Context: an optimization exercise on an open-source flow, tuned for small area and few clock cycles per item. The choices shown serve that exercise and are no tape-out recipe.
The RTL was checked by simulation tests, not by an equivalence proof against the original design.

==> flow/design.v <==
module lenet (
    input wire clk,
    input wire rst_n,
    input wire compute_start,
    output reg compute_finish,
    input wire [31:0] scale_CONV1,
    input wire [31:0] scale_CONV2,
    input wire [31:0] scale_CONV3,
    input wire [31:0] scale_FC1,
    input wire [31:0] scale_FC2,
    output reg [ 3:0] sram_weight_wea0,
    output reg [15:0] sram_weight_addr0,
    output reg [31:0] sram_weight_wdata0,
    input wire [31:0] sram_weight_rdata0,
    output reg [ 3:0] sram_weight_wea1,
    output reg [15:0] sram_weight_addr1,
    output reg [31:0] sram_weight_wdata1,
    input wire [31:0] sram_weight_rdata1,
    output reg [ 3:0] sram_act_wea0,
    output reg [15:0] sram_act_addr0,
    output reg [31:0] sram_act_wdata0,
    input wire [31:0] sram_act_rdata0,
    output reg [ 3:0] sram_act_wea1,
    output reg [15:0] sram_act_addr1,
    output reg [31:0] sram_act_wdata1,
    input wire [31:0] sram_act_rdata1
);
    parameter RESET = 4'b0000;
    parameter CONV1 = 4'b0001;
    parameter CONV1_write = 4'b0010;
    parameter CONV2 = 4'b0011;
    parameter CONV2_write = 4'b0100;
    parameter CONV3 = 4'b0101;
    parameter CONV3_write = 4'b0110;
    parameter FC1 = 4'b0111;
    parameter FC1_write = 4'b1000;
    parameter FC2 = 4'b1001;
    parameter FC2_write = 4'b1010;
    parameter OUTPUT = 4'b1011;
    reg [3:0] cur_state, next_state;
    reg [15:0] next_sram_weight_addr;
    reg [63:0] weight_buf_1;  
    reg [63:0] weight_buf_2;  
    reg [63:0] act_buf_1;  
    reg [63:0] act_buf_2;  
    reg signed [31:0] bias_buf;
    reg [15:0] sram_act_r_addr;
    reg [15:0] sram_act_w_addr;
    reg [15:0] next_sram_act_r_addr;
    reg [15:0] next_sram_act_w_addr;
    reg [4:0]  row_counter;
    reg [5:0]  timer;
    reg [4:0] conv_cnt; 
    reg [4:0] conv2_cnt; 
    reg [2:0] conv_page;  
    reg [3:0] conv_kernal_cnt; 
    reg signed [31:0] scale_factor;
    wire conv1_change_row;
    wire conv1_change_kernal;
    wire conv1_w_flag;
    wire conv1_end;
    wire conv2_change_row;
    wire conv2_change_kernal;
    wire conv2_change_page;
    wire conv2_w_flag;
    wire conv2_end;
    wire conv2_once;
    wire conv3_w_flag;
    wire conv3_end;
    wire conv3_once;
    wire fc1_w_flag;
    wire fc1_end;
    wire fc1_once;
    wire fc2_w_flag;
    wire fc2_end;
    wire fc2_once;
    always@(*)begin
        case(cur_state)
            CONV1,CONV1_write: scale_factor = scale_CONV1;
            CONV2,CONV2_write: scale_factor = scale_CONV2;
            CONV3,CONV3_write: scale_factor = scale_CONV3;
            FC1,FC1_write: scale_factor = scale_FC1;
            FC2,FC2_write: scale_factor = scale_FC2;
            default:scale_factor = 0;
        endcase
    end
    assign conv1_change_row = (sram_act_r_addr[2:0] == 3'b110) ? 1 : 0;
    assign conv1_change_kernal = ( (sram_act_w_addr == 'd310)||
                                   (sram_act_w_addr == 'd366)||
                                   (sram_act_w_addr == 'd422)||
                                   (sram_act_w_addr == 'd478)||
                                   (sram_act_w_addr == 'd534)) ? 1 : 0;
    assign conv1_w_flag = (((!conv1_change_row) && (conv_cnt == 3)) || ((conv1_change_row) && (conv_cnt == 2))) ? 1 : 0;
    assign conv1_end = (sram_act_w_addr == 590) ? 1 : 0;
    assign conv2_change_row = (sram_act_r_addr[1:0] == 2'b10) ? 1 : 0;
    assign conv2_change_kernal = (conv2_cnt == 14) ? 1 : 0;
    assign conv2_change_page = ((conv_page != 5) && (timer == 8)) ? 1 : 0;
    assign conv2_w_flag = ((conv_cnt == 1) || (conv_cnt == 6) || (conv_cnt == 11)) ? 1 : 0;
    assign conv2_once = (conv_page == 5 && timer == 9) ? 1 : 0;
    assign conv2_end = ((conv_kernal_cnt == 15) && conv2_change_kernal) ? 1 : 0;
    assign conv3_w_flag = (conv_cnt == 7) ? 1 : 0;
    assign conv3_end = (conv_kernal_cnt == 14) ? 1 : 0;
    assign conv3_once = (timer == 53) ? 1 : 0 ;
    assign fc1_w_flag = ((conv_cnt == 7) || ((conv_cnt == 3) && (fc1_end))) ? 1 : 0;
    assign fc1_end = (conv_kernal_cnt == 10) ? 1 : 0;
    assign fc1_once = (timer == 18) ? 1 : 0 ;
    assign fc2_end = (conv_cnt == 9) ? 1 : 0;
    assign fc2_once = (timer == 14) ? 1 : 0 ;
    always@(posedge clk)begin
        if(!rst_n) conv_cnt <= 0;
        else begin
            case(cur_state)
                CONV1:if(timer == 9)begin
                    case(conv_cnt)
                        0:conv_cnt <= 1;
                        1:conv_cnt <= 2;
                        2:begin
                            if(!conv1_change_row)conv_cnt <= 3;
                            else                 conv_cnt <= 0;
                        end
                        3:conv_cnt <= 0;
                    endcase
                end
                CONV1_write: conv_cnt <= 0;
                CONV2:if(conv2_once)begin
                    case(conv_cnt)
                        0 :conv_cnt <=  1;
                        1 :conv_cnt <=  2;
                        2 :conv_cnt <=  3;
                        3 :conv_cnt <=  4;
                        4 :conv_cnt <=  5;
                        5 :conv_cnt <=  6;
                        6 :conv_cnt <=  7;
                        7 :conv_cnt <=  8;
                        8 :conv_cnt <=  9;
                        9 :conv_cnt <= 10;
                        10:conv_cnt <= 11;
                        11:conv_cnt <=  0;
                    endcase
                end
                CONV3:if(conv3_once)begin
                    case(conv_cnt)
                        0 :conv_cnt <=  1;
                        1 :conv_cnt <=  2;
                        2 :conv_cnt <=  3;
                        3 :conv_cnt <=  4;
                        4 :conv_cnt <=  5;
                        5 :conv_cnt <=  6;
                        6 :conv_cnt <=  7;
                        7 :conv_cnt <=  0;
                    endcase
                end
                FC1:if(fc1_once)begin
                    case(conv_cnt)
                        0 :conv_cnt <=  1;
                        1 :conv_cnt <=  2;
                        2 :conv_cnt <=  3;
                        3 :conv_cnt <=  4;
                        4 :conv_cnt <=  5;
                        5 :conv_cnt <=  6;
                        6 :conv_cnt <=  7;
                        7 :conv_cnt <=  0;
                    endcase
                end
                FC1_write:if(fc1_end)begin
                    conv_cnt <=  0;
                end
                FC2_write:begin
                    case(conv_cnt)
                        0 :conv_cnt <=  1;
                        1 :conv_cnt <=  2;
                        2 :conv_cnt <=  3;
                        3 :conv_cnt <=  4;
                        4 :conv_cnt <=  5;
                        5 :conv_cnt <=  6;
                        6 :conv_cnt <=  7;
                        7 :conv_cnt <=  8;
                        8 :conv_cnt <=  9;
                        9 :conv_cnt <=  0;
                    endcase
                end
                OUTPUT:conv_cnt <= 0;
            endcase
        end
    end
    always@(posedge clk)begin
        if(!rst_n)conv2_cnt <= 0;
        else begin
            case(cur_state)
                CONV2:begin
                    if(conv2_once) begin
                        case(conv2_cnt)
                            0 : conv2_cnt <=  1;
                            1 : conv2_cnt <=  2;
                            2 : conv2_cnt <=  3;
                            3 : conv2_cnt <=  4;
                            4 : conv2_cnt <=  5;
                            5 : conv2_cnt <=  6;
                            6 : conv2_cnt <=  7;
                            7 : conv2_cnt <=  8;
                            8 : conv2_cnt <=  9;
                            9 : conv2_cnt <= 10;
                            10: conv2_cnt <= 11;
                            11: conv2_cnt <= 12;
                            12: conv2_cnt <= 13;
                            13: conv2_cnt <= 14;
                            14: if(conv_kernal_cnt != 15)conv2_cnt <=  0;
                        endcase
                    end
                end
                OUTPUT:conv2_cnt <= 0;
            endcase
        end
    end
    always@(posedge clk)begin
        if(!rst_n)conv_page <= 0;
        else begin
            case(cur_state)
                CONV2:begin
                    if(conv2_once) conv_page <= 0;
                    else if(conv2_change_page) conv_page <= conv_page + 1;
                end
                OUTPUT:conv_page <= 0;
            endcase
        end
    end
    always@(posedge clk)begin
        if(!rst_n)conv_kernal_cnt <= 0;
        else begin
            case(cur_state)
                CONV2:begin
                    if(conv2_once && conv2_change_kernal) begin
                        case(conv_kernal_cnt)
                            0 : conv_kernal_cnt <= 1 ;
                            1 : conv_kernal_cnt <= 2 ;
                            2 : conv_kernal_cnt <= 3 ;
                            3 : conv_kernal_cnt <= 4 ;
                            4 : conv_kernal_cnt <= 5 ;
                            5 : conv_kernal_cnt <= 6 ;
                            6 : conv_kernal_cnt <= 7 ;
                            7 : conv_kernal_cnt <= 8 ;
                            8 : conv_kernal_cnt <= 9 ;
                            9 : conv_kernal_cnt <= 10;
                            10: conv_kernal_cnt <= 11;
                            11: conv_kernal_cnt <= 12;
                            12: conv_kernal_cnt <= 13;
                            13: conv_kernal_cnt <= 14;
                            14: conv_kernal_cnt <= 15;
                        endcase
                    end
                end
                CONV2_write:begin
                    if(conv2_end)conv_kernal_cnt <= 0;
                end
                CONV3_write:begin
                    case(conv_kernal_cnt)
                        0 : conv_kernal_cnt <= 1 ;
                        1 : conv_kernal_cnt <= 2 ;
                        2 : conv_kernal_cnt <= 3 ;
                        3 : conv_kernal_cnt <= 4 ;
                        4 : conv_kernal_cnt <= 5 ;
                        5 : conv_kernal_cnt <= 6 ;
                        6 : conv_kernal_cnt <= 7 ;
                        7 : conv_kernal_cnt <= 8 ;
                        8 : conv_kernal_cnt <= 9 ;
                        9 : conv_kernal_cnt <= 10;
                        10: conv_kernal_cnt <= 11;
                        11: conv_kernal_cnt <= 12;
                        12: conv_kernal_cnt <= 13;
                        13: conv_kernal_cnt <= 14;
                        14: conv_kernal_cnt <= 0 ;
                    endcase
                end
                FC1_write:begin
                    case(conv_kernal_cnt)
                        0 : conv_kernal_cnt <= 1 ;
                        1 : conv_kernal_cnt <= 2 ;
                        2 : conv_kernal_cnt <= 3 ;
                        3 : conv_kernal_cnt <= 4 ;
                        4 : conv_kernal_cnt <= 5 ;
                        5 : conv_kernal_cnt <= 6 ;
                        6 : conv_kernal_cnt <= 7 ;
                        7 : conv_kernal_cnt <= 8 ;
                        8 : conv_kernal_cnt <= 9 ;
                        9 : conv_kernal_cnt <= 10;
                        10: conv_kernal_cnt <= 0;
                    endcase
                end
                OUTPUT:conv_kernal_cnt <= 0;
            endcase
        end
    end
    wire [7:0] weight_buf_wire_1[0:7];
    wire [7:0] act_buf_wire_1[0:7];
    wire [7:0] weight_buf_wire_2[0:7];
    wire [7:0] act_buf_wire_2[0:7];
    generate
        genvar i;
        for(i=0;i<8;i=i+1)begin:gen_weight_and_act_buf_wire
            assign weight_buf_wire_1[i] = weight_buf_1[i*8+7:i*8];
            assign weight_buf_wire_2[i] = weight_buf_2[i*8+7:i*8];
            assign act_buf_wire_1[i] = act_buf_1[i*8+7:i*8];
            assign act_buf_wire_2[i] = act_buf_2[i*8+7:i*8];
        end
    endgenerate
    always@(posedge clk)begin
        sram_weight_wea0 <= 4'b0000;
        sram_weight_wea1 <= 4'b0000;
    end
    always@(*)begin
        sram_weight_wdata0 = 32'd0;
        sram_weight_wdata1 = 32'd0;
    end
    always@(posedge clk)begin
        case(next_state)
            CONV1_write,CONV3_write:begin
                sram_act_wea0 <= 4'b1111;
                sram_act_wea1 <= 4'b1111;
            end
            CONV2_write:begin
                if(conv_cnt == 1)begin
                    sram_act_wea0 <= 4'b1111;
                    sram_act_wea1 <= 4'b0000;
                end
                else begin
                    sram_act_wea0 <= 4'b1111;
                    sram_act_wea1 <= 4'b1111;
                end
            end
            FC1_write:begin
                if(conv_kernal_cnt == 10)begin
                    sram_act_wea0 <= 4'b1111;
                    sram_act_wea1 <= 4'b0000;
                end
                else begin
                    sram_act_wea0 <= 4'b1111;
                    sram_act_wea1 <= 4'b1111;
                end
            end
            FC2_write:begin
                sram_act_wea0 <= 4'b1111;
                sram_act_wea1 <= 4'b0000;
            end
            default:begin
                sram_act_wea0 <= 4'b0000;
                sram_act_wea1 <= 4'b0000;
            end
        endcase
    end
    always@(posedge clk)begin
        if(!rst_n)compute_finish<=0;
        else begin
            if(cur_state == OUTPUT) compute_finish<=1;
            else if(compute_finish) compute_finish<=0;
        end
    end
    always@(posedge clk)begin
        case(next_state)
            CONV1_write,CONV2_write,CONV3_write,FC1_write,FC2_write:begin
                sram_act_addr0 <= next_sram_act_w_addr;
                sram_act_addr1 <= next_sram_act_w_addr+1;
            end
            default:begin
                sram_act_addr0 <= next_sram_act_r_addr;
                sram_act_addr1 <= next_sram_act_r_addr+1;
            end
        endcase
    end
    always@(posedge clk) begin
        cur_state <= next_state;
    end
    always@(*) begin
        if(!rst_n) next_state = RESET;
        else begin
            case (cur_state)
                RESET:begin
                    if(compute_start) next_state = CONV1;
                    else              next_state = cur_state;
                end
                CONV1:begin
                    if(conv1_w_flag && (timer == 9)) next_state = CONV1_write;
                    else                                  next_state = cur_state;
                end
                CONV1_write:begin
                    if(conv1_end) next_state = CONV2;
                    else next_state = CONV1;
                end
                CONV2:begin
                    if(conv2_w_flag && conv2_once) next_state = CONV2_write;
                    else next_state = cur_state;
                end
                CONV2_write:begin
                    if(conv2_end) next_state = CONV3;
                    else next_state = CONV2;
                end
                CONV3:begin
                    if(conv3_w_flag && conv3_once) next_state = CONV3_write;
                    else next_state = cur_state;
                end
                CONV3_write:begin
                    if(conv3_end) next_state = FC1;
                    else next_state = CONV3;
                end
                FC1:begin
                    if(fc1_w_flag && fc1_once) next_state = FC1_write;
                    else next_state = cur_state;
                end
                FC1_write:begin
                    if(fc1_end) next_state = FC2;
                    else next_state = FC1;
                end
                FC2:begin
                    if(fc2_once) next_state = FC2_write;
                    else next_state = cur_state;
                end
                FC2_write:begin
                    if(fc2_end) next_state = OUTPUT;
                    else next_state = FC2;
                end
                OUTPUT:begin
                    if(compute_finish) next_state = RESET;
                    else               next_state = cur_state;
                end
                default:next_state = cur_state;
            endcase
        end
    end
    wire signed [7:0]  mac_A[0:39];
    wire signed [7:0]  mac_B[0:39];
    wire signed [31:0] mac_C[0:39];
    wire signed [31:0] mac_O[0:39];
    reg  signed [31:0] mac_reg[0:39];
    wire signed [31:0] conv_sum[0:7];
    wire signed [31:0] fc_sum;
    wire signed [31:0] pool_out[0:1];
    wire signed [31:0] quantized_pool_out[0:1];
    wire signed [15:0] shifted_pool_out[0:1];
    wire signed [7:0] clamped_pool_out[0:1];
    wire signed [31:0] relued_fc_sum;
    wire signed [31:0] quantized_relued_fc_sum;
    wire signed [31:0] shifted_reluwd_fc_sum;
    wire signed [7:0] clamped_relued_fc_sum;
    wire signed [31:0] quantized_fc_sum;
    wire signed [31:0] shifted_fc_sum;
    always@(posedge clk)begin
        weight_buf_1 <= {sram_weight_rdata1,sram_weight_rdata0};
        weight_buf_2 <= weight_buf_1;
        act_buf_1 <= {sram_act_rdata1,sram_act_rdata0};
        act_buf_2 <= {sram_act_rdata1,sram_act_rdata0};
        if((cur_state == FC2) && (timer == 11))bias_buf <= sram_weight_rdata1;
    end
    always@(posedge clk)begin
        if(!rst_n) begin
            sram_weight_addr0 <= 0;
        end
        else begin
            case(cur_state)
                CONV1:begin
                    case(timer)
                        0,1,2,3: begin
                            sram_weight_addr0 <= {sram_weight_addr0[15:1]+1,sram_weight_addr0[0]};
                        end      
                        9:begin
                            sram_weight_addr0 <= {sram_weight_addr0[15:3]-1,sram_weight_addr0[2:0]};
                        end
                    endcase
                end
                CONV1_write:begin
                    if(conv1_change_kernal) begin
                        sram_weight_addr0 <= {sram_weight_addr0[15:1]+5,sram_weight_addr0[0]};
                    end
                    else if(next_state == CONV2) begin
                        sram_weight_addr0 <= 60;
                    end
                end
                CONV2:begin
                    case(timer)
                        0,1,2,3,4: begin
                            sram_weight_addr0 <= {sram_weight_addr0[15:1]+1,sram_weight_addr0[0]};
                        end
                        9:if(!conv2_change_kernal) begin
                            sram_weight_addr0 <= {sram_weight_addr0[15:2]-4'b1111,sram_weight_addr0[1:0]};
                        end
                    endcase
                end
                CONV2_write:begin
                    if(next_state == CONV3) begin
                        sram_weight_addr0 <= 1020;
                    end
                end
                CONV3:begin
                    if(timer < 50) begin
                        sram_weight_addr0 <= sram_weight_addr0+2;
                    end
                end
                FC1:begin
                    if(timer < 15) begin
                        sram_weight_addr0 <= sram_weight_addr0+2;
                    end
                end
                FC2:begin
                    case(timer)
                        0,1,2,3,4,5,6,7,8:begin
                            sram_weight_addr0 <= {sram_weight_addr0[15:1]+1,sram_weight_addr0[0]};
                        end
                        9:begin
                            sram_weight_addr0 <= {sram_weight_addr0[15:1]+1,sram_weight_addr0[0]};
                        end
                        10:begin
                            sram_weight_addr0 <= sram_weight_addr0+1;
                        end
                    endcase
                end
                OUTPUT:begin
                    sram_weight_addr0 <= 'd0;
                end
            endcase
        end
    end
    always@(posedge clk)begin
        if(!rst_n) begin
            sram_weight_addr1 <= 1;
        end
        else begin
            case(cur_state)
                CONV1:begin
                    case(timer)
                        0,1,2,3: begin
                            sram_weight_addr1 <= {sram_weight_addr0[15:1]+1,sram_weight_addr0[0]}+1;
                        end      
                        9:begin
                            sram_weight_addr1 <= {sram_weight_addr0[15:3]-1,sram_weight_addr0[2:0]}+1;
                        end
                    endcase
                end
                CONV1_write:begin
                    if(conv1_change_kernal) begin
                        sram_weight_addr1 <= {sram_weight_addr0[15:1]+5,sram_weight_addr0[0]}+1;
                    end
                    else if(next_state == CONV2) begin
                        sram_weight_addr1 <= 61;
                    end
                end
                CONV2:begin
                    case(timer)
                        0,1,2,3,4: begin
                            sram_weight_addr1 <= {sram_weight_addr0[15:1]+1,sram_weight_addr0[0]}+1;
                        end
                        9:if(!conv2_change_kernal) begin
                            sram_weight_addr1 <= {sram_weight_addr0[15:2]-4'b1111,sram_weight_addr0[1:0]}+1;
                        end
                    endcase
                end
                CONV2_write:begin
                    if(next_state == CONV3) begin
                        sram_weight_addr1 <= 1021;
                    end
                end
                CONV3:begin
                    if(timer < 50) begin
                        sram_weight_addr1 <= sram_weight_addr0+3;
                    end
                end
                FC1:begin
                    if(timer < 15) begin
                        sram_weight_addr1 <= sram_weight_addr0+3;
                    end
                end
                FC2:begin
                    case(timer)
                        0,1,2,3,4,5,6,7,8:begin
                            sram_weight_addr1 <= {sram_weight_addr0[15:1]+1,sram_weight_addr0[0]}+1;
                        end
                        9:begin
                            case(conv_cnt)
                                0:sram_weight_addr1 <= 15750;
                                1:sram_weight_addr1 <= 15751;
                                2:sram_weight_addr1 <= 15752;
                                3:sram_weight_addr1 <= 15753;
                                4:sram_weight_addr1 <= 15754;
                                5:sram_weight_addr1 <= 15755;
                                6:sram_weight_addr1 <= 15756;
                                7:sram_weight_addr1 <= 15757;
                                8:sram_weight_addr1 <= 15758;
                                9:sram_weight_addr1 <= 15759;
                            endcase
                        end
                        10:begin
                            sram_weight_addr1 <= sram_weight_addr0+2;
                        end
                    endcase
                end
                OUTPUT:begin
                    sram_weight_addr1 <= 'd1;
                end
            endcase
        end
    end
    always@(*)begin
        if(!rst_n) next_sram_act_r_addr = 0;
        else begin
            case(cur_state)
                CONV1:begin
                    case(timer)
                        0,1,2,3,4: next_sram_act_r_addr = {sram_act_r_addr[15:3]+1,sram_act_r_addr[2:0]};
                        5:         next_sram_act_r_addr = {sram_act_r_addr[15:3]-5,sram_act_r_addr[2:0]};
                        9:begin
                            if(conv1_change_row) next_sram_act_r_addr = {sram_act_r_addr[15:4]+1,sram_act_r_addr[3],3'b000};
                            else                 next_sram_act_r_addr = sram_act_r_addr+1;
                        end
                        default:next_sram_act_r_addr=sram_act_r_addr;
                    endcase
                end
                CONV1_write:begin
                    if(conv1_change_kernal)next_sram_act_r_addr = 0;
                    else if(next_state == CONV2)next_sram_act_r_addr = 256;
                    else next_sram_act_r_addr=sram_act_r_addr;
                end
                CONV2:begin
                    case(timer)
                        0,1,2,3,4: next_sram_act_r_addr = {sram_act_r_addr[15:2]+1,sram_act_r_addr[1:0]};
                        5:         next_sram_act_r_addr = {sram_act_r_addr[15:2]-5,sram_act_r_addr[1:0]};
                        8:begin
                            if(conv_page == 5) begin
                                next_sram_act_r_addr = {sram_act_r_addr[15:3]-6'b100011,sram_act_r_addr[2:0]};
                            end
                            else begin
                                next_sram_act_r_addr = {sram_act_r_addr[15:3]+3'b111,sram_act_r_addr[2:0]};
                            end
                        end
                        9:begin
                            if(conv2_change_kernal)next_sram_act_r_addr = 256;
                            else if(conv2_change_row) next_sram_act_r_addr = {sram_act_r_addr[15:3]+1,sram_act_r_addr[2],2'b00};
                            else next_sram_act_r_addr = sram_act_r_addr+1;
                        end
                        default:next_sram_act_r_addr=sram_act_r_addr;
                    endcase
                end
                CONV2_write:begin
                    if(conv2_end) next_sram_act_r_addr = 592;
                    else next_sram_act_r_addr=sram_act_r_addr;
                end
                CONV3:begin
                    if(timer<50) next_sram_act_r_addr = {sram_act_r_addr[15:1]+1,sram_act_r_addr[0]};
                    else if(timer == 53) next_sram_act_r_addr = 592;
                    else next_sram_act_r_addr=sram_act_r_addr;
                end
                CONV3_write:begin
                    if (next_state == FC1) next_sram_act_r_addr = 692;
                    else next_sram_act_r_addr=sram_act_r_addr;
                end
                FC1:begin
                    if(timer<15) next_sram_act_r_addr = {sram_act_r_addr[15:1]+1,sram_act_r_addr[0]};
                    else if(timer == 18) next_sram_act_r_addr = 692;
                    else next_sram_act_r_addr=sram_act_r_addr;
                end
                FC1_write:begin
                    if (next_state == FC2) next_sram_act_r_addr = 722;
                    else next_sram_act_r_addr=sram_act_r_addr;
                end
                FC2:begin
                    if(timer<10) next_sram_act_r_addr = {sram_act_r_addr[15:1]+1,sram_act_r_addr[0]};
                    else if(timer == 10) next_sram_act_r_addr = sram_act_r_addr+1;
                    else next_sram_act_r_addr=sram_act_r_addr;
                end
                FC2_write:begin
                    next_sram_act_r_addr = 722;
                end
                OUTPUT:next_sram_act_r_addr = 0;
                default:next_sram_act_r_addr=sram_act_r_addr;
            endcase
        end
    end
    always@(posedge clk)begin
        if(!rst_n) sram_act_r_addr <= 0;
        else begin
            sram_act_r_addr <= next_sram_act_r_addr;
        end
    end
    always@(*)begin
        if(!rst_n) next_sram_act_w_addr = 'd256;
        else begin
            case(cur_state)
                CONV1_write,CONV3_write:begin
                    next_sram_act_w_addr = sram_act_w_addr+2;
                end
                CONV2_write:begin
                    if(conv_cnt == 2) next_sram_act_w_addr = sram_act_w_addr+1;
                    else              next_sram_act_w_addr = sram_act_w_addr+2;
                end
                FC1_write:begin
                    if(!fc1_end) next_sram_act_w_addr = sram_act_w_addr+2;
                    else next_sram_act_w_addr = sram_act_w_addr+1;
                end
                FC2_write:begin
                    next_sram_act_w_addr = sram_act_w_addr+1;
                end
                OUTPUT:next_sram_act_w_addr = 'd256;
                default:next_sram_act_w_addr = sram_act_w_addr;
            endcase
        end
    end
    always@(posedge clk)begin
        if(!rst_n) sram_act_w_addr <= 256;
        else begin
            sram_act_w_addr <= next_sram_act_w_addr;
        end
    end
    always@(posedge clk)begin
        case(cur_state)
            CONV1:begin
                if(timer == 9) begin
                    case(conv_cnt)
                        0:sram_act_wdata0[15:0]  <= {clamped_pool_out[1],clamped_pool_out[0]};
                        1:sram_act_wdata0[31:16] <= {clamped_pool_out[1],clamped_pool_out[0]};
                        2:begin
                            sram_act_wdata1[15:0]  <= {clamped_pool_out[1],clamped_pool_out[0]};
                            if(conv1_change_row)
                            sram_act_wdata1[31:16] <= 0;
                        end
                        3:sram_act_wdata1[31:16] <= {clamped_pool_out[1],clamped_pool_out[0]};
                    endcase
                end
            end
            CONV2:begin
                if(timer == 9) begin
                    case(conv_cnt)
                        0,7:sram_act_wdata0[15:0]  <= {clamped_pool_out[1],clamped_pool_out[0]};
                        1:sram_act_wdata0[31:16] <= {clamped_pool_out[1],clamped_pool_out[0]};
                        2:sram_act_wdata0[7:0] <= clamped_pool_out[0]; 
                        3:sram_act_wdata0[23:8] <= {clamped_pool_out[1],clamped_pool_out[0]};
                        4,9:{sram_act_wdata1[7:0],sram_act_wdata0[31:24]} <= {clamped_pool_out[1],clamped_pool_out[0]};
                        5:sram_act_wdata1[15:8] <= clamped_pool_out[0]; 
                        6:sram_act_wdata1[31:16] <= {clamped_pool_out[1],clamped_pool_out[0]};
                        8:sram_act_wdata0[23:16] <= clamped_pool_out[0]; 
                        10:sram_act_wdata1[23:8] <= {clamped_pool_out[1],clamped_pool_out[0]};
                        11:sram_act_wdata1[31:24] <= clamped_pool_out[0]; 
                    endcase
                end
            end
            CONV3:begin
                if(timer == 53) begin
                    case(conv_cnt)
                        0:sram_act_wdata0[7:0]   <= clamped_relued_fc_sum;
                        1:sram_act_wdata0[15:8]  <= clamped_relued_fc_sum;
                        2:sram_act_wdata0[23:16] <= clamped_relued_fc_sum;
                        3:sram_act_wdata0[31:24] <= clamped_relued_fc_sum;
                        4:sram_act_wdata1[7:0]   <= clamped_relued_fc_sum;
                        5:sram_act_wdata1[15:8]  <= clamped_relued_fc_sum;
                        6:sram_act_wdata1[23:16] <= clamped_relued_fc_sum;
                        7:sram_act_wdata1[31:24] <= clamped_relued_fc_sum;
                    endcase
                end
            end
            FC1:begin
                if(timer == 18) begin
                    case(conv_cnt)
                        0:sram_act_wdata0[7:0]   <= clamped_relued_fc_sum;
                        1:sram_act_wdata0[15:8]  <= clamped_relued_fc_sum;
                        2:sram_act_wdata0[23:16] <= clamped_relued_fc_sum;
                        3:sram_act_wdata0[31:24] <= clamped_relued_fc_sum;
                        4:sram_act_wdata1[7:0]   <= clamped_relued_fc_sum;
                        5:sram_act_wdata1[15:8]  <= clamped_relued_fc_sum;
                        6:sram_act_wdata1[23:16] <= clamped_relued_fc_sum;
                        7:sram_act_wdata1[31:24] <= clamped_relued_fc_sum;
                    endcase
                end
            end
            FC2:begin
                if(timer == 14) begin
                    sram_act_wdata0  <= fc_sum + bias_buf;
                end
            end
        endcase
    end
    always@(posedge clk)begin
        if(!rst_n) timer <= 0;
        else begin
            case(cur_state)
                CONV1:begin
                    if(timer == 9) timer <= 0;
                    else timer <= timer + 1;
                end
                CONV2:begin
                    if(conv2_once || conv2_change_page) timer <= 0;
                    else timer <= timer + 1;
                end
                CONV3:begin
                    if(timer == 53) timer <= 0;
                    else timer <= timer + 1;
                end
                FC1:begin
                    if(timer == 18) timer <= 0;
                    else timer <= timer + 1;
                end
                FC2:begin
                    if(timer == 14) timer <= 0;
                    else timer <= timer + 1;
                end
                OUTPUT:timer <= 0;
            endcase
        end
    end
    generate
        genvar gen_mac_i;
        for(gen_mac_i=0; gen_mac_i<40; gen_mac_i=gen_mac_i+1)begin:gen_macs
            MAC mac(mac_A[gen_mac_i],mac_B[gen_mac_i],mac_C[gen_mac_i],mac_O[gen_mac_i]);
        end
    endgenerate
    assign mac_A[0] = weight_buf_wire_1[0];
    assign mac_B[0] = act_buf_wire_1[0]   ;
    assign mac_A[1] = weight_buf_wire_1[1];
    assign mac_B[1] = act_buf_wire_1[1]   ;
    assign mac_A[2] = weight_buf_wire_1[2];
    assign mac_B[2] = act_buf_wire_1[2]   ;
    assign mac_A[3] = weight_buf_wire_1[3];
    assign mac_B[3] = act_buf_wire_1[3]   ;
    assign mac_A[4] = weight_buf_wire_1[4];
    assign mac_B[4] = act_buf_wire_1[4]   ;
    assign mac_A[5] = (cur_state < 5) ? weight_buf_wire_1[0] : weight_buf_wire_1[5] ;
    assign mac_B[5] = (cur_state < 5) ? act_buf_wire_1[1]    : act_buf_wire_1[5]    ;
    assign mac_A[6] = (cur_state < 5) ? weight_buf_wire_1[1] : weight_buf_wire_1[6] ;
    assign mac_B[6] = (cur_state < 5) ? act_buf_wire_1[2]    : act_buf_wire_1[6]    ;
    assign mac_A[7] = (cur_state < 5) ? weight_buf_wire_1[2] : weight_buf_wire_1[7] ;
    assign mac_B[7] = (cur_state < 5) ? act_buf_wire_1[3]    : act_buf_wire_1[7]    ;
    assign mac_A[8] = weight_buf_wire_1[3];
    assign mac_B[8] = act_buf_wire_1[4]   ;
    assign mac_A[9] = weight_buf_wire_1[4];
    assign mac_B[9] = act_buf_wire_1[5]   ;
    generate
        genvar j;
        for(i=2;i<4;i=i+1)begin:gen_mac_AB_wire_2
            for(j=0;j<5;j=j+1)begin:gen_mac_AB_wire_1
                assign mac_A[i*5+j] = weight_buf_wire_1[j];
                assign mac_B[i*5+j] = act_buf_wire_1[i+j];
            end
        end
        for(i=0;i<4;i=i+1)begin:gen_mac_AB_wire_4
            for(j=0;j<5;j=j+1)begin:gen_mac_AB_wire_3
                assign mac_A[i*5+j+20] = weight_buf_wire_2[j];
                assign mac_B[i*5+j+20] = act_buf_wire_2[i+j];
            end
        end
    endgenerate
    generate
        for(i=0;i<40;i=i+1)begin:gen_mac_C
            assign mac_C[i] = mac_reg[i];
        end
    endgenerate
    generate
        for(i=0;i<4;i=i+1)begin:gen_mac_reg_1
            always@(posedge clk)begin
                if(!rst_n) mac_reg[i] <= 0;
                else begin
                    case(cur_state)
                        CONV1:begin
                            case(timer)
                                0:mac_reg[i] <= 0;
                                2,3,4,5,6:mac_reg[i] <= mac_O[i];
                            endcase
                        end
                        CONV2:begin
                            case(timer)
                                0:if(conv_page == 0) mac_reg[i] <= 0;
                                2,3,4,5,6:mac_reg[i] <= mac_O[i];
                            endcase
                        end
                        CONV3:begin
                            if((timer > 1) && (timer < 52)) mac_reg[i] <= mac_O[i];
                            else if(timer == 0) mac_reg[i] <= 0;
                        end
                        FC1:begin
                            if((timer > 1) && (timer < 17)) mac_reg[i] <= mac_O[i];
                            else if(timer == 0) mac_reg[i] <= 0;
                        end
                        FC2:begin
                            if((timer > 1) && (timer < 13))mac_reg[i] <= mac_O[i];
                            else if(timer == 0) mac_reg[i] <= 0;
                        end
                        OUTPUT:mac_reg[i] <= 0;
                    endcase
                end
            end
        end
        for(i=4;i<8;i=i+1)begin:gen_mac_reg_2
            always@(posedge clk)begin
                if(!rst_n) mac_reg[i] <= 0;
                else begin
                    case(cur_state)
                        CONV1:begin
                            case(timer)
                                0:mac_reg[i] <= 0;
                                2,3,4,5,6:mac_reg[i] <= mac_O[i];
                            endcase
                        end
                        CONV2:begin
                            case(timer)
                                0:if(conv_page == 0) mac_reg[i] <= 0;
                                2,3,4,5,6:mac_reg[i] <= mac_O[i];
                            endcase
                        end
                        CONV3:begin
                            if((timer > 1) && (timer < 52)) mac_reg[i] <= mac_O[i];
                            else if(timer == 0) mac_reg[i] <= 0;
                        end
                        FC1:begin
                            if((timer > 1) && (timer < 17)) mac_reg[i] <= mac_O[i];
                            else if(timer == 0) mac_reg[i] <= 0;
                        end
                        FC2:begin
                            if((timer > 1) && (timer < 12))mac_reg[i] <= mac_O[i];
                            else if(timer == 0) mac_reg[i] <= 0;
                        end
                        OUTPUT:mac_reg[i] <= 0;
                    endcase
                end
            end
        end
        for(i=8;i<20;i=i+1)begin:gen_mac_reg_3
            always@(posedge clk)begin
                if(!rst_n) mac_reg[i] <= 0;
                else begin
                    case(cur_state)
                        CONV1:begin
                            case(timer)
                                0:mac_reg[i] <= 0;
                                2,3,4,5,6:mac_reg[i] <= mac_O[i];
                            endcase
                        end
                        CONV2:begin
                            case(timer)
                                0:if(conv_page == 0) mac_reg[i] <= 0;
                                2,3,4,5,6:mac_reg[i] <= mac_O[i];
                            endcase
                        end
                        OUTPUT:mac_reg[i] <= 0;
                    endcase
                end
            end
        end
        for(i=20;i<40;i=i+1)begin:gen_mac_reg_4
            always@(posedge clk)begin
                if(!rst_n) mac_reg[i] <= 0;
                else begin
                    case(cur_state)
                        CONV1:begin
                            case(timer)
                                0:mac_reg[i] <= 0;
                                3,4,5,6,7:mac_reg[i] <= mac_O[i];
                            endcase
                        end
                        CONV2:begin
                            case(timer)
                                0:if(conv_page == 0) mac_reg[i] <= 0;
                                3,4,5,6,7:mac_reg[i] <= mac_O[i];
                            endcase
                        end
                        OUTPUT:mac_reg[i] <= 0;
                    endcase
                end
            end
        end
    endgenerate
    generate
        for (i=0;i<8;i=i+1)begin:gen_conv_sum
            assign conv_sum[i] = ((mac_reg[i*5] + mac_reg[i*5+1]) + mac_reg[i*5+2]) + (mac_reg[i*5+3] + mac_reg[i*5+4]);
        end
    endgenerate
    assign fc_sum = ((mac_reg[0]+mac_reg[1]) + (mac_reg[2]+mac_reg[3])) + ((mac_reg[4]+mac_reg[5]) + (mac_reg[6]+mac_reg[7]));
    generate
        for (i=0;i<2;i=i+1)begin:gen_pool
            POOL pool(conv_sum[i*2],conv_sum[i*2+1],conv_sum[i*2+4],conv_sum[i*2+5],pool_out[i]);
        end
    endgenerate
    generate
        for (i=0;i<2;i=i+1)begin:gen_pool_out
            assign quantized_pool_out[i] = pool_out[i]*scale_factor;
            assign shifted_pool_out[i] = quantized_pool_out[i][31:16];
            assign clamped_pool_out[i] = (shifted_pool_out[i]>127) ? 127 : shifted_pool_out[i][7:0];
        end
    endgenerate
    assign relued_fc_sum = (fc_sum < 0) ? 0 : fc_sum;
    assign quantized_relued_fc_sum = relued_fc_sum*scale_factor;
    assign shifted_reluwd_fc_sum = {{16{quantized_relued_fc_sum[31]}},quantized_relued_fc_sum[31:16]};
    assign clamped_relued_fc_sum = (shifted_reluwd_fc_sum>127) ? 127 : shifted_reluwd_fc_sum;
    assign quantized_fc_sum = (fc_sum)*scale_factor;
    assign shifted_fc_sum = {{16{quantized_fc_sum[31]}},quantized_fc_sum[31:16]};
endmodule
module MAC(
    input wire  signed [7:0]  Ain,
    input wire  signed [7:0]  Bin,
    input wire  signed [31:0] Cin,
    output wire signed [31:0] Out);
    wire signed[15:0] Prod;
    assign Prod = Ain*Bin;
    assign Out = Prod+Cin;
endmodule
module POOL(
    input wire  signed [31:0] Ain,
    input wire  signed [31:0] Bin,
    input wire  signed [31:0] Cin,
    input wire  signed [31:0] Din,
    output wire signed [31:0] Out);
    wire signed [31:0] max1,max2,max3;
    assign max1 = (Ain>Bin) ? Ain : Bin;
    assign max2 = (Cin>Din) ? Cin : Din;
    assign max3 = (max1>max2) ? max1 : max2;
    assign Out  = (max3>0) ? max3 : 0;
endmodule
==> flow/run.sh <==
#!/bin/bash
# synth_recipe.tcl (not shown) runs the flow's synth.tcl, then flattens the netlist and writes it again
# the make line also repeats each setting of config.mk as NAME=value (left out here)
make -C /OpenROAD-flow-scripts/flow DESIGN_CONFIG=/design/flow/config.mk WORK_HOME=/design/flow/orfs CLKGATE_MAP_FILE= SYNTH_SCRIPT=/design/flow/synth_recipe.tcl finish
==> flow/config.mk <==
export PLATFORM = sky130hd
export DESIGN_NAME = lenet
export DESIGN_NICKNAME = lenet
export VERILOG_FILES = /design/flow/design.v
export SDC_FILE = /design/flow/constraint.sdc
export NUM_CORES = 8
export LEC_CHECK = 0
export CAP_MARGIN = 20
export CORE_MARGIN = 2
export CORE_UTILIZATION = 40
export SLEW_MARGIN = 20
==> flow/constraint.sdc <==
create_clock -name core_clock -period 22.0 [get_ports {clk}]
set_input_delay 4.4000 -clock core_clock [delete_from_list [all_inputs] [get_ports {clk}]]
set_output_delay 4.4000 -clock core_clock [all_outputs]
set_load 0.01 [all_outputs]
==> impl_metrics.env <==
export IMPL_synthCells=42000
export IMPL_final_common_cell="inv_1"
export IMPL_cts_hold_buf=0
export IMPL_largest_reg_flops=1280
export IMPL_start_util_pct=40.1
export IMPL_crit_end="sram_act_wdata0[23]$_DFFE_PP_"
export IMPL_setup_ws_ns=0.723
export IMPL_routedWlPerCell_microns=24.8
export IMPL_cap_violations=0
export IMPL_grt_pass1_wl_microns=2030000
export IMPL_busiest_layer="met2"
export IMPL_holdPathStages=2
export IMPL_use_met2_pct=43.8
export IMPL_drtAntennaViolNets=0
export IMPL_synthDistinctLibCells=117
export IMPL_worstMarginPinSlew_ns=1.27
export IMPL_synth_xor_area_share_pct=4.07
export IMPL_crit_arrival_ns=22.10
export IMPL_cp_slowest_cell="xnor2_1"
export IMPL_dp_hpwl_microns=1100000
export IMPL_die_height_microns=973
export IMPL_required_ns=22.82
export IMPL_first_iter_violations=26400
export IMPL_grt_antenna_before_repair=170
export IMPL_muxShareOfSynthArea_pct=0.485
export IMPL_ys_async_sr_fraction_pct=0
export IMPL_syn_avg_cell_area_sq_um=8.94
export IMPL_die_w_microns=973
export IMPL_fin_nets=53700
export IMPL_drc=0
export IMPL_cp_end_kind="register"
export IMPL_drive_gt1_share_pct=4.45
export IMPL_clock_sinks=1668
export IMPL_run_status="complete, no violations"
export IMPL_ys_ff_latch=1668
export IMPL_multi_input_area_sq_mm=0.297
export IMPL_timing_final_crit_share_pct=96.7
export IMPL_grt_pass1_vias=307000
export IMPL_synth_compound_area_share_pct=9.96
export IMPL_synth_edf_count=96
export IMPL_synthSimpleGateAreaFrac_pct=11.5
export IMPL_slowest_delay_ns=0.80
export IMPL_synthFlopType="dfxtp_1"
export IMPL_fmax_mhz=47.0
export IMPL_seq_area_frac_synth_pct=9.15
export IMPL_most_common_layout_cells="inv_1, fa_1, ha_1"
export IMPL_syn_area_sq_mm=0.375
export IMPL_cts_buffers=290
export IMPL_gr_usage_met1_pct=38.4
export IMPL_yosys_top_cells_area="fa_1, ha_1, inv_1"
export IMPL_coreArea_sq_mm=0.935
export IMPL_firstDrtPassIters=9
export IMPL_io_pins=500
export IMPL_cp_max_fo=23
export IMPL_post_place_ws_ns=-0.187
export IMPL_drt_total_wl_microns=1360000
export IMPL_ff2ff_setup_slack_ns=0.72
export IMPL_cts_tree="built"
export IMPL_critPathLaunch="mac_reg[0][0]$_SDFFE_PN0P_"
export IMPL_seq_area_sq_mm=0.0345
export IMPL_clk_pin_slew_ns=0.06
export IMPL_placedCellCount=54300
export IMPL_synth_warnings=3
export IMPL_std_cell_rows=355
export IMPL_met3_usage_pct=7.42
export IMPL_finalMaxSlewViolations=0
export IMPL_report_final_setup_viol=0
export IMPL_grt_usage_pct=28.9
export IMPL_r2r_end="sram_act_wdata0[23]$_DFFE_PP_"
export IMPL_period_needed_ns=21.28
export IMPL_root_buffer="clkbuf_16"
export IMPL_port_buffers=427
export IMPL_ctsHtreeMaxLevel=5
export IMPL_r2r_start="mac_reg[0][0]$_SDFFE_PN0P_"
export IMPL_fp_dieArea_sq_mm=0.946
export IMPL_fin_worst_skew_ns=0.138
export IMPL_synth_fa_ha_area_share_pct=52.6
export IMPL_syn_to_final_growth_pct=8.53
export IMPL_hold_violations=0
export IMPL_synth_top_family_by_area="adder cells"
export IMPL_netlist_area_leader_share_pct=39.8
export IMPL_path_class="register to register"
export IMPL_cp_common_cell="fa_1"
export IMPL_vias_per_cell=5.34
export IMPL_slew_headroom_pct=14.4
export IMPL_cp_start_kind="register"
export IMPL_place_congestion=0.981
export IMPL_fillers=91500
export IMPL_cts_path_max_buffers=5
export IMPL_synth_top_cell_by_area="fa_1"
export IMPL_fin_cells=54900
export IMPL_via_count=293000
export IMPL_overflow=0
export IMPL_clock_latency_ns=1.07
export IMPL_min_path_type="register to register"
export IMPL_grt_start_max_net_pins=154
export IMPL_worst_r2r_path_depth=94
## per-layer routing
layer,routed length [microns],up-vias
met4,79600,58
met2,589000,12400
met1,557000,149000
met5,417,-
li1,-,129000
met3,135000,2592
## synth_stat cells (all sizes together) (363+ instances only)
cell,n
xnor2,1276
ha,3835
nand3,377
nor2b,440
xor2,399
and2,1163
a22oi,757
a21oi,1275
inv,10600
dfxtp,1572
o21ai,1303
fa,7464
nand2b,421
nand2,3155
nor3,363
clkbuf,1334
nor2,2716
## worst min path at each step
stage / slack (ns) / endpoint / startpoint
after floorplan: 0.37 / weight_buf_2[24]$_DFF_P_ / weight_buf_1[24]$_DFF_P_
after global placement: 0.44 / mac_reg[19][25]$_SDFFE_PN0P_ / mac_reg[19][25]$_SDFFE_PN0P_
after global routing: 0.47 / mac_reg[31][23]$_SDFFE_PN0P_ / mac_reg[31][23]$_SDFFE_PN0P_
final: 0.45 / mac_reg[19][25]$_SDFFE_PN0P_ / mac_reg[19][25]$_SDFFE_PN0P_
after detailed placement: 0.45 / mac_reg[19][25]$_SDFFE_PN0P_ / mac_reg[19][25]$_SDFFE_PN0P_
after CTS: 0.46 / mac_reg[31][23]$_SDFFE_PN0P_ / mac_reg[31][23]$_SDFFE_PN0P_
## critical path: cells and delay by family, from the launching register on
family / cells / cell delay, ns
buffers and inverters: 17 / 2.31
xor gates and xnor gates: 2 / 0.91
DFF: 1 / 0.34
AOI/OAI and AO/OA: 35 / 6.56
and+or+nand+nor: 23 / 4.17
muxes: 2 / 0.37
adders and majority gates: 15 / 6.37
## logic make-up (layout without fill, tap and decap cells)
logic type / Yosys count / count (layout)
other cells: 1 / 212
fa+ha+maj: 11300 / 11300
mux: 175 / 175
simple gates: 9328 / 9329
compound gates: 5674 / 5675
xor+xnor: 1701 / 1701
flops: 1668 / 1668
buf+inv: 12200 / 12400
## layout make-up
type / instances / share of cell area, %
Multi-Input combinational cell: 28300 / 72.8
Clock buffer: 381 / 1.99
Inverter: 10600 / 9.78
Clock inverter: 112 / 0.277
Tap cell: 12500 / 3.84
Timing Repair Buffer: 1282 / 2.72
Sequential cell: 1668 / 8.48
Antenna cell: 140 / 0.0860
## repair_timing
item	in CTS	in global routing
resized for setup	6	58
gates cloned	0	2
setup endpoints to repair	63	64
pin swaps	0	11
buffers inserted	0	15
## metrics by stage
stage / util [%] / hold slack [ns] / instance area (sq um) / setup TNS (ns)
finish: 43.6 / 0.453 / 407000 / 0
global route: 43.5 / 0.468 / 407000 / -1.46
CTS: 43.5 / 0.457 / 406000 / 0
detailed placement: 42.5 / 0.445 / 397000 / -3.84
global placement: 42.5 / 0.436 / 397000 / -14.35
floorplan: - / 0.375 / 376000 / 0
Testbench counts, summed over its fixed seeds: cycles 882,304, inferences 32.

## static timing again, ports no longer ideal
Ports are ideal in the flow. The routed layout listed here was re-timed in OpenROAD. Step 1: set_driving_cell puts a clkbuf_16 on clk and a buf_2 on each other input, an assumption about the parent block. Step 2 moves the port delays by t, midway between the first and last clock arrival at a register: inputs arrive t later, outputs are due t later. That takes back most of the time a late clock gives input paths. Three values: ideal ports, drivers, drivers and shift; two values: the first two.
shift t [ns]: 1.170
setup WS [ns]: 0.723 / 0.723 / 0.723
worst setup path at the end: register to register
clock arrival spread, ns: 0.139 / 0.139
pins driven straight from the clock port: 1
After both steps setup and hold are still met in this run. For this run, drivers alone change the setup slack by 0.000 ns; drivers and shift together by 0.000 ns.
